This design comes from an exercise in tuning for small area and a short achievable clock period on the open sky130 flow, not from production work.
The RTL was checked by simulation tests, not by an equivalence proof against the original design.
The clock port is modelled as an ideal driver; clocking choices that lean on that would not hold on a real chip.
Power and IR drop assume default switching activity.

## singlecycle
module singlecycle(
  input  wire        i_clk,
  input  wire        i_rst,
  input  wire [31:0] i_io_sw,
  input  wire [31:0] i_io_btn,
  output wire [31:0] o_imem_addr,
  input  wire [31:0] i_imem_data,
  output wire [31:0] o_pc_debug,
  output wire        o_insn_vld,
  output wire [31:0] o_io_ledg,
  output wire [31:0] o_io_ledr,
  output wire [31:0] o_io_lcd,
  output wire [6:0]  o_io_hex0,
  output wire [6:0]  o_io_hex1,
  output wire [6:0]  o_io_hex2,
  output wire [6:0]  o_io_hex3,
  output wire [6:0]  o_io_hex4,
  output wire [6:0]  o_io_hex5,
  output wire [6:0]  o_io_hex6,
  output wire [6:0]  o_io_hex7
);
  logic [31:0] pc, pc_dbg;
  logic        vld;
  wire  [31:0] ins = i_imem_data;
  assign o_imem_addr = pc;
  wire [6:0] op  = ins[6:0];
  wire [2:0] f3  = ins[14:12];
  wire [4:0] rs1a = ins[19:15];
  wire [4:0] rs2a = ins[24:20];
  wire [4:0] rda  = ins[11:7];
  wire is_load  = (op == 7'b0000011);
  wire is_store = (op == 7'b0100011);
  wire is_r     = (op == 7'b0110011);
  wire is_br    = (op == 7'b1100011);
  wire is_i     = (op == 7'b0010011);
  wire is_jal   = (op == 7'b1101111);
  wire is_jalr  = (op == 7'b1100111);
  wire is_lui   = (op == 7'b0110111);
  wire is_auipc = (op == 7'b0010111);
  wire insn_vld = is_load | is_store | is_r | is_br | is_i | is_jal | is_jalr | is_lui | is_auipc;
  wire rd_we    = is_load | is_r | is_i | is_jal | is_jalr | is_lui | is_auipc;
  wire [31:0] imm_i = {{20{ins[31]}}, ins[31:20]};
  wire [31:0] imm_s = {{20{ins[31]}}, ins[31:25], ins[11:7]};
  wire [31:0] imm_b = {{20{ins[31]}}, ins[7], ins[30:25], ins[11:8], 1'b0};
  wire [31:0] imm_j = {{12{ins[31]}}, ins[19:12], ins[20], ins[30:21], 1'b0};
  wire [31:0] imm_u = {ins[31:12], 12'b0};
  logic [31:0] wb;
  logic [31:0] rfq [32];
  logic [31:1] rf_v;
  ...
For scale: ~9200 cells after synthesis, ~320 I/O pins, roughly 140000 µm² of cells after synthesis.
Settings: LEC_CHECK=0, CAP_MARGIN=20, CORE_MARGIN=2, CORE_UTILIZATION=60, CTS_CLUSTER_DIAMETER=80, CTS_CLUSTER_SIZE=24, SETUP_SLACK_MARGIN=5, SLEW_MARGIN=20, SYNTH_HIERARCHICAL=1, SYNTH_MINIMUM_KEEP_SIZE=0, TNS_END_PERCENT=0; clock period 15.0 ns.
standard.sh (not shown) runs the stock make flow with config.mk's settings and CLKGATE_MAP_FILE= SYNTH_SCRIPT=/design/flow/synth_recipe.tcl, a recipe that flattens the netlist after the stock synthesis.
==> flow/flow/run.sh <==
#!/bin/bash
set -euo pipefail
LATE_MARGIN=6.5

bash standard.sh synth floorplan > flow_1_synth_floorplan.log 2>&1

# the make command of standard.sh, without its setup margin
MK=$(grep '^make ' standard.sh | sed -e 's/ "\${@:-finish}"$//' -e 's/ SETUP_SLACK_MARGIN=[^ ]*//')
eval "$MK SETUP_SLACK_MARGIN=5 'BUFFER_PORTS_ARGS=-buffer_cell sky130_fd_sc_hd__buf_2' place" > flow_2_place.log 2>&1
eval "$MK SETUP_SLACK_MARGIN=$LATE_MARGIN cts"    > flow_3_cts.log 2>&1
eval "$MK SETUP_SLACK_MARGIN=$LATE_MARGIN route"  > flow_4_route.log 2>&1
eval "$MK SETUP_SLACK_MARGIN=$LATE_MARGIN finish" > flow_5_finish.log 2>&1

# nothing left to make; standard.sh writes out/final.def
bash standard.sh finish > flow_6_write_def.log 2>&1
Change:
==> flow/flow/run.sh (replaced) <==
#!/bin/bash
set -euo pipefail
LATE_MARGIN=6.5

PLAT_DU=$(sed -n '/^export DONT_USE_CELLS += /,/^#/p' "$FLOW_HOME/platforms/sky130hd/config.mk" \
          | grep -o 'sky130_fd_sc_hd__[a-z0-9_]*' | tr '\n' ' ')
DU="${PLAT_DU}sky130_fd_sc_hd__a222oi_1"

# the make command of standard.sh, without its setup margin
MK=$(grep '^make ' standard.sh | sed -e 's/ "\${@:-finish}"$//' -e 's/ SETUP_SLACK_MARGIN=[^ ]*//')
MK="$MK 'DONT_USE_CELLS=$DU'"
eval "$MK SETUP_SLACK_MARGIN=5 synth"     > flow_1_synth.log 2>&1
eval "$MK SETUP_SLACK_MARGIN=5 floorplan" > flow_2_floorplan.log 2>&1
eval "$MK SETUP_SLACK_MARGIN=5 'BUFFER_PORTS_ARGS=-buffer_cell sky130_fd_sc_hd__buf_2' place" > flow_3_place.log 2>&1
eval "$MK SETUP_SLACK_MARGIN=$LATE_MARGIN SKIP_GATE_CLONING=1 cts"    > flow_4_cts.log 2>&1
eval "$MK SETUP_SLACK_MARGIN=$LATE_MARGIN SKIP_GATE_CLONING=1 route"  > flow_5_route.log 2>&1
eval "$MK SETUP_SLACK_MARGIN=$LATE_MARGIN SKIP_GATE_CLONING=1 finish" > flow_6_finish.log 2>&1

# nothing left to make; standard.sh writes out/final.def
bash standard.sh finish > flow_7_write_def.log 2>&1
- TNS_END_PERCENT: 0 -> unset
The changed run completed without violations.
Design area grows by 1.6%.
Maximum frequency grows by 2.0%.
Worst setup slack gains 0.18 ns.
Global-route usage grows by 0.20 points.
Hold slack loses 0.0066 ns.
Total power grows by 1.1%.
Final cell count grows by 1.9%.
First-iteration DRC count shrinks by 5.7%.
Wire length grows by 0.47%.
Change:
==> flow/flow/run.sh (replaced) <==
#!/bin/bash
set -euo pipefail
LATE_MARGIN=6.5

bash standard.sh synth floorplan > flow_1_synth_floorplan.log 2>&1

# the make command of standard.sh, without its setup margin
MK=$(grep '^make ' standard.sh | sed -e 's/ "\${@:-finish}"$//' -e 's/ SETUP_SLACK_MARGIN=[^ ]*//')
eval "$MK SETUP_SLACK_MARGIN=5 'BUFFER_PORTS_ARGS=-buffer_cell sky130_fd_sc_hd__buf_2' place" > flow_2_place.log 2>&1
eval "$MK SETUP_SLACK_MARGIN=$LATE_MARGIN SKIP_GATE_CLONING=1 cts"    > flow_3_cts.log 2>&1
eval "$MK SETUP_SLACK_MARGIN=$LATE_MARGIN SKIP_GATE_CLONING=1 route"  > flow_4_route.log 2>&1
eval "$MK SETUP_SLACK_MARGIN=$LATE_MARGIN SKIP_GATE_CLONING=1 finish" > flow_5_finish.log 2>&1

# nothing left to make; standard.sh writes out/final.def
bash standard.sh finish > flow_6_write_def.log 2>&1
Result: The new run went through all stages and came out clean; fmax fell by 0.90%; die area stays flat; worst hold slack is better by 0.0058 ns; global-route usage shrinks by 0.22 points; sequential cell count is unchanged; total power shrinks by 0.87%; non-clock buffer count falls by 93.
Change:
==> flow/flow/run.sh (replaced) <==
#!/bin/bash
set -euo pipefail
LATE_MARGIN=6.75

PLAT_DU=$(sed -n '/^export DONT_USE_CELLS += /,/^#/p' "$FLOW_HOME/platforms/sky130hd/config.mk" \
          | grep -o 'sky130_fd_sc_hd__[a-z0-9_]*' | tr '\n' ' ')
DU="${PLAT_DU}sky130_fd_sc_hd__a222oi_1"

# the make command of standard.sh, without its setup margin
MK=$(grep '^make ' standard.sh | sed -e 's/ "\${@:-finish}"$//' -e 's/ SETUP_SLACK_MARGIN=[^ ]*//')
MK="$MK 'DONT_USE_CELLS=$DU'"
eval "$MK SETUP_SLACK_MARGIN=5 synth"     > flow_1_synth.log 2>&1
eval "$MK SETUP_SLACK_MARGIN=5 floorplan" > flow_2_floorplan.log 2>&1
eval "$MK SETUP_SLACK_MARGIN=5 'BUFFER_PORTS_ARGS=-buffer_cell sky130_fd_sc_hd__buf_2' place" > flow_3_place.log 2>&1
eval "$MK SETUP_SLACK_MARGIN=$LATE_MARGIN SKIP_GATE_CLONING=1 cts"    > flow_4_cts.log 2>&1
eval "$MK SETUP_SLACK_MARGIN=$LATE_MARGIN SKIP_GATE_CLONING=1 route"  > flow_5_route.log 2>&1
eval "$MK SETUP_SLACK_MARGIN=$LATE_MARGIN SKIP_GATE_CLONING=1 finish" > flow_6_finish.log 2>&1

# nothing left to make; standard.sh writes out/final.def
bash standard.sh finish > flow_7_write_def.log 2>&1
Clock power increases by about 1%.
Maximum frequency barely changes.
Clock-buffer cell count increases by 10.
First-iteration DRC count increases by 1.0%.
Final cell count increases by 2.8%.

[port drivers added, routing unchanged]
The results above use ideal ports. As a check the final layouts listed here were re-extracted and re-timed, cells and wires unchanged. Step 1 assumes that a clkbuf_16 drives the clock port and a buf_2 every other input. Step 2 moves the port delays by t, midway between the first and last clock arrival at a register: inputs arrive t later, outputs are due t later. That takes back most of the time a late clock gives input paths. a / b / c = ideal / step 1 / step 2; a / b = the first two.
run	shift t [ns]	setup WS [ns]	worst register clock-pin slew, ns
the first run	0.976	6.112 / 6.167 / 5.191	0.10 / 0.10
the second run	0.962	6.290 / 6.332 / 5.370	0.10 / 0.10
the third run	0.996	6.210 / 6.263 / 5.268	0.10 / 0.10
the fourth run	0.963	6.207 / 6.222 / 5.259	0.11 / 0.11
After both steps every run listed still meets setup and hold. The setup slack of the fourth run, which loses most, moves by +0.015 ns with the drivers and by -0.948 ns with both steps.
